This design comes from an exercise in tuning for small area on the open sky130 flow, not from production work. Only simulation tests tie the RTL to the original design; equivalence was not proved. The flow treats the clock pin as an ideal source, which a real chip does not have. No activity file was given, so power comes from the tool's default toggle rates.

Setup of oak:
==> module udma_i2c_bus_ctrl, before the edit <==
module udma_i2c_bus_ctrl
(
    input  logic            clk_i,
    input  logic            rstn_i,
    input  logic            sw_rst_i,
    input  logic     [15:0] clk_cnt_i,
    input  logic            cmd_valid_i,
    input  logic            bt_start_i,
    input  logic            bt_stop_i,
    input  logic            bt_write_i,
    input  logic            bt_read_i,
    output logic            cmd_ack_o,
    output logic            busy_o,
    output logic            al_o,
    output logic            al_rise_o,
    input  logic            din_i,
    output logic            dout_o,
    input  logic            scl_i,
    output logic            scl_oe,
    input  logic            sda_i,
    output logic            sda_oe
);
    logic [ 1:0] r_sync_scl;
    logic [ 1:0] r_sync_sda;
    logic [ 2:0] r_nfilter_scl, r_nfilter_sda;
    logic        nsSCL, nsSDA, ndSDA, nddSDA;
    logic        sSCL, sSDA;
    logic        dSCL, dSDA;
    logic        dscl_oe;
    logic        sda_chk;
    logic        clk_en;
    logic        slave_wait;
    logic [15:0] cnt;
    logic [13:0] r_filter_cnt;
    logic        scl_sync;
    logic        ddSDA;
    logic        r_ndout;
    logic        r_start;
    logic        r_stop;
    logic        r_act;
    logic [ 1:0] r_phase;
    logic        s_idle;
    logic        s_fz;
    assign s_idle    = ~r_act;
    assign cmd_ack_o = s_idle & (r_phase == 2'd1);
    assign al_rise_o = al_o & ~(s_idle & (r_phase == 2'd0));
    always_ff @(posedge clk_i)
        dscl_oe <= scl_oe;
    always_ff @(posedge clk_i)
        slave_wait <= (~scl_oe & dscl_oe & ~sSCL) | (slave_wait & ~sSCL);
    assign scl_sync = dSCL & ~sSCL & ~scl_oe;
    always_ff @(posedge clk_i or negedge rstn_i)
      if (!rstn_i)
          cnt <= 16'h0;
      else if (sw_rst_i)
          cnt <= 16'h0;
      else if (~|cnt || scl_sync)
          cnt <= clk_cnt_i;
      else
          cnt <= cnt - {15'h0, ~slave_wait};
    always_ff @(posedge clk_i)
        clk_en <= ~|cnt || scl_sync;
    always_ff @(posedge clk_i or negedge rstn_i)
      if (!rstn_i)
      begin
          r_sync_scl <= 2'b00;
          r_sync_sda <= 2'b00;
      end
      else if (sw_rst_i)
      begin
          r_sync_scl <= 2'b00;
          r_sync_sda <= 2'b00;
      end
      else
      begin
          r_sync_scl <= {r_sync_scl[0],scl_i};
          r_sync_sda <= {r_sync_sda[0],sda_i};
      end
    assign s_fz = ~|r_filter_cnt;
    always_ff @(posedge clk_i or negedge rstn_i)
      if (!rstn_i)
        r_filter_cnt <= 14'h0;
      else if (sw_rst_i)
        r_filter_cnt <= 14'h0;
      else if (s_fz)
        r_filter_cnt <= clk_cnt_i[15:2];
      else
        r_filter_cnt <= r_filter_cnt - 14'h1;
    always_ff @(posedge clk_i or negedge rstn_i)
      if (!rstn_i)
      begin
          r_nfilter_scl <= 3'b000;
          r_nfilter_sda <= 3'b000;
      end
      else if (sw_rst_i)
      begin
          r_nfilter_scl <= 3'b000;
          r_nfilter_sda <= 3'b000;
      end
      else if (s_fz)
      begin
          r_nfilter_scl <= {r_nfilter_scl[1:0],~r_sync_scl[1]};
          r_nfilter_sda <= {r_nfilter_sda[1:0],~r_sync_sda[1]};
      end
    always_ff @(posedge clk_i or negedge rstn_i)
      if (~rstn_i)
      begin
          nsSCL  <= 1'b0;
          nsSDA  <= 1'b0;
          ndSDA  <= 1'b0;
          nddSDA <= 1'b0;
      end
      else if (sw_rst_i)
      begin
          nsSCL  <= 1'b0;
          nsSDA  <= 1'b0;
          ndSDA  <= 1'b0;
          nddSDA <= 1'b0;
      end
      else
      begin
          nsSCL  <= (r_nfilter_scl[2] & r_nfilter_scl[1]) | (r_nfilter_scl[1] & r_nfilter_scl[0]) | (r_nfilter_scl[2] & r_nfilter_scl[0]);
          nsSDA  <= (r_nfilter_sda[2] & r_nfilter_sda[1]) | (r_nfilter_sda[1] & r_nfilter_sda[0]) | (r_nfilter_sda[2] & r_nfilter_sda[0]);
          ndSDA  <= nsSDA;
          nddSDA <= ndSDA;
      end
    assign sSCL  = ~nsSCL;
    assign sSDA  = ~nsSDA;
    assign dSDA  = ~ndSDA;
    assign ddSDA = ~nddSDA;
    always_ff @(posedge clk_i)
      if (sw_rst_i)
        dSCL <= 1'b1;
      else
        dSCL <= sSCL;
    assign r_start = ~dSDA &  ddSDA & dSCL;
    assign r_stop  =  dSDA & ~ddSDA & dSCL;
    always_ff @(posedge clk_i or negedge rstn_i)
      if (!rstn_i)
        busy_o <= 1'b0;
      else if (sw_rst_i)
        busy_o <= 1'b0;
      else
        busy_o <= (r_start | busy_o) & ~r_stop;
    always_ff @(posedge clk_i or negedge rstn_i)
      if (!rstn_i)
        al_o <= 1'b0;
      else if (sw_rst_i)
        al_o <= 1'b0;
      else
        al_o <= (sda_chk & ~sSDA & ~sda_oe) |
                (r_act & ~bt_stop_i & r_stop);
    always_ff @(posedge clk_i, negedge rstn_i)
      if (!rstn_i)
        r_ndout <= 1'b0;
      else if (sSCL & ~dSCL)
        r_ndout <= nsSDA;
    assign dout_o = ~r_ndout;
    always_ff @(posedge clk_i)
        sda_chk <= ~al_o & r_act & bt_write_i & (r_phase == 2'd2);
    always_ff @(posedge clk_i or negedge rstn_i)
      if (!rstn_i)
      begin
          r_act   <= 1'b0;
          r_phase <= 2'd0;
          scl_oe  <= 1'b0;
          sda_oe  <= 1'b0;
      end
      else if (al_o || sw_rst_i)
      begin
          r_act   <= 1'b0;
          r_phase <= 2'd0;
          scl_oe  <= 1'b0;
          sda_oe  <= 1'b0;
      end
      else if (s_idle)
      begin
          r_act   <= cmd_valid_i;
          r_phase <= 2'd0;
      end
      else
      begin
          if (clk_en)
          begin
            if (r_phase == 2'd3)
            begin
              r_act   <= 1'b0;
              r_phase <= 2'd1;
            end
            else
              r_phase <= r_phase + 2'd1;
          end
          if (bt_start_i)
          begin
            if (r_phase != 2'd0)
              scl_oe <= (r_phase == 2'd3);
            sda_oe <= r_phase[1];
          end
          else if (bt_stop_i)
          begin
            scl_oe <= (r_phase == 2'd0);
            sda_oe <= (r_phase != 2'd3);
          end
          else if (bt_write_i | bt_read_i)
          begin
            scl_oe <= (r_phase == 2'd0) || (r_phase == 2'd3);
            sda_oe <= bt_write_i & ~din_i;
          end
          else
          begin
            scl_oe <= 1'b0;
            sda_oe <= 1'b0;
          end
      end
endmodule
==> flow/config.mk <==
export PLATFORM = sky130hd
export DESIGN_NAME = udma_i2c_control
export DESIGN_NICKNAME = udma_i2c_control
export VERILOG_FILES = /design/flow/design.v
export SDC_FILE = /design/flow/constraint.sdc
export NUM_CORES = 4
export LEC_CHECK = 0
export CAP_MARGIN = 0
export CORE_MARGIN = 2
export CORE_UTILIZATION = 40
export SLEW_MARGIN = 0
==> flow/constraint.sdc <==
create_clock -name core_clock -period 5.0 [get_ports {clk_i}]
set_input_delay 1.0000 -clock core_clock [delete_from_list [all_inputs] [get_ports {clk_i}]]
set_output_delay 1.0000 -clock core_clock [all_outputs]
set_load 0.01 [all_outputs]
standard.sh (not shown) runs the stock make flow with config.mk's settings and CLKGATE_MAP_FILE= SYNTH_SCRIPT=/design/flow/synth_recipe.tcl, a recipe that flattens the netlist after the stock synthesis.
==> flow/flow/run.sh <==
#!/bin/bash
# Layout flow: the standard ORFS flow (standard.sh) with three changes.
#  1. Synthesis: the same synthesis script (synth_recipe.tcl -> ORFS synth.tcl),
#     except that ABC maps the combinational logic with flow/area.abc (an
#     area-oriented script) instead of ORFS's delay-oriented abc_speed script.
#     Adders are left to ABC too (no extract_fa / adder techmap step).
#     Flip-flops are mapped apart from both, so registers, their names and
#     cell types are those of the standard synthesis.
#  2. Port buffers use the smallest buffer cell (buf_1).
#  3. The clock tree is built by flow/manual_cts.tcl, run by ORFS's CTS step
#     (PRE_CTS_TCL hook) on the placed design: the clock port drives one
#     root buffer (buf_6), which drives four leaf buffers (buf_12), each
#     placed at the centre of the quarter of the flip-flops it drives (the
#     quarters come from recursive bisection of their locations). TritonCTS
#     is told to skip these nets; the rest of the CTS step (placement
#     legalisation, timing repair) runs as usual.
# The tools' logs are ORFS's own, under orfs/logs; make's output goes to
# flow_make.log, and the generated scripts stay in this folder.
set -euo pipefail
here=$(pwd)

# ORFS synth.tcl with the ABC script replaced
sed -e 's|^\(\s*\)log_cmd abc {\*}\$abc_args$|\1log_cmd abc -script $::env(MY_ABC_SCRIPT) {*}[lrange $abc_args 2 end]|' \
    -e 's|^\(\s*\)\[env_var_exists_and_non_empty ADDER_MAP_FILE\] &&$|\10 \&\&|' \
    "$FLOW_HOME/scripts/synth.tcl" > "$here/my_synth_core.tcl"
grep -q 'MY_ABC_SCRIPT' "$here/my_synth_core.tcl"
grep -q '^\s*0 &&$' "$here/my_synth_core.tcl"

# The standard flow's synthesis wrapper, sourcing the script above
sed "s|source \$::env(SCRIPTS_DIR)/synth.tcl|source $here/my_synth_core.tcl|" \
    "$here/synth_recipe.tcl" > "$here/my_synth.tcl"
grep -q 'my_synth_core.tcl' "$here/my_synth.tcl"

# standard.sh, with the synthesis script above
sed "s|SYNTH_SCRIPT=[^ ]*|SYNTH_SCRIPT=$here/my_synth.tcl|" "$here/standard.sh" > "$here/my_standard.sh"
grep -q 'my_synth.tcl' "$here/my_standard.sh"

export MY_ABC_SCRIPT="$here/flow/area.abc"
export BUFFER_PORTS_ARGS="-buffer_cell sky130_fd_sc_hd__buf_1"
export PRE_CTS_TCL="$here/flow/manual_cts.tcl"
export MCTS_LEVELS=2
export MCTS_LEAF=sky130_fd_sc_hd__buf_12
export MCTS_ROOT=sky130_fd_sc_hd__buf_6
export CTS_ARGS="-sink_clustering_enable -repair_clock_nets -dont_use_dummy_load"
bash "$here/my_standard.sh" > "$here/flow_make.log" 2>&1
Other scripts of this flow, unchanged in this note and not shown: flow/flow/area.abc, flow/flow/manual_cts.tcl
Edits applied to the flow inputs when going from oak to pine:
-- flow/design.v --
<<< oak, line 47
    always_ff @(posedge clk_i)
        dscl_oe <= scl_oe;
    always_ff @(posedge clk_i)
        slave_wait <= (~scl_oe & dscl_oe & ~sSCL) | (slave_wait & ~sSCL);
    assign scl_sync = dSCL & ~sSCL & ~scl_oe;
>>> pine, line 47
    always_ff @(posedge clk_i)
        dscl_oe <= scl_oe;
    always_ff @(posedge clk_i or negedge rstn_i)
      if (!rstn_i)
        slave_wait <= 1'b0;
      else if (sw_rst_i)
        slave_wait <= 1'b0;
      else
        slave_wait <= (~scl_oe & dscl_oe & ~sSCL) | (slave_wait & ~sSCL);
    assign scl_sync = dSCL & ~sSCL & ~scl_oe;
<<< oak, line 157
        r_ndout <= nsSDA;
    assign dout_o = ~r_ndout;
    always_ff @(posedge clk_i)
        sda_chk <= ~al_o & r_act & bt_write_i & (r_phase == 2'd2);
    always_ff @(posedge clk_i or negedge rstn_i)
      if (!rstn_i)
>>> pine, line 162
        r_ndout <= nsSDA;
    assign dout_o = ~r_ndout;
    always_ff @(posedge clk_i or negedge rstn_i)
      if (!rstn_i)
<<< oak, line 166
          scl_oe  <= 1'b0;
          sda_oe  <= 1'b0;
      end
      else if (al_o || sw_rst_i)
>>> pine, line 169
          scl_oe  <= 1'b0;
          sda_oe  <= 1'b0;
          sda_chk <= 1'b0;
      end
      else if (al_o || sw_rst_i)
<<< oak, line 173
          scl_oe  <= 1'b0;
          sda_oe  <= 1'b0;
      end
      else if (s_idle)
>>> pine, line 177
          scl_oe  <= 1'b0;
          sda_oe  <= 1'b0;
          sda_chk <= 1'b0;
      end
      else if (s_idle)
<<< oak, line 178
          r_act   <= cmd_valid_i;
          r_phase <= 2'd0;
      end
      else
>>> pine, line 183
          r_act   <= cmd_valid_i;
          r_phase <= 2'd0;
          sda_chk <= 1'b0;
      end
      else
<<< oak, line 191
              r_phase <= r_phase + 2'd1;
          end
          if (bt_start_i)
          begin
>>> pine, line 197
              r_phase <= r_phase + 2'd1;
          end
          sda_chk <= bt_write_i & (r_phase == 2'd2);
          if (bt_start_i)
          begin
Findings:
pine completed end to end with timing, DRC and antenna clean.
Post-route met1 wirelength of pine falls short of that of oak by a few percent.
Overall via count from detail_route was higher in the run labelled pine.
Summary: combined area of all synthesized cells, pine worse than oak
Re number of placed cells counting well taps: oak was lower than pine.
Comparing the two runs side by side, pine comes out behind oak on setup slack.
There was hardly any difference in count of port buffers added during placement between pine and oak.
Re reported max-cap violation count: no difference whatsoever between oak and pine.
Compound-cell area share of the yosys netlist for pine is higher than for oak.
In the reports for pine and oak, the larger path length in cells of the critical path belongs to pine.
pine vs oak: die area up slightly
Cmp pine and oak / cell count / higher: pine
Count of mapped cells out of synthesis, pine and oak: larger value in pine
Leakage power in pine is 0.031 nW above oak.

## static timing again, ports no longer ideal
No port has a modelled driver above. Below, the same layouts with a new extraction and two added sets of constraints.
Step 1 (the two cells are an assumption about what drives the block):
set clk [get_ports {clk_i}]
set_driving_cell -lib_cell sky130_fd_sc_hd__clkbuf_16 $clk
set_driving_cell -lib_cell sky130_fd_sc_hd__buf_2 [delete_from_list [all_inputs] $clk]
Step 2 times the ports against the registers' clock, not the clock port: input delays grow and output delays shrink by t, the midpoint of the rising clock arrivals with the driver on.
Three values: ideal ports, drivers, drivers and shift; two values: the first two.
run | t, ns | slack for setup (ns) | hold slack, ns
oak | 0.365 | 1.634 / 1.600 / 1.718 | 0.391 / 0.391 / 0.391
pine | 0.368 | 1.556 / 1.556 / 1.556 | 0.394 / 0.394 / 0.394
After both steps setup and hold are still met in every run listed.
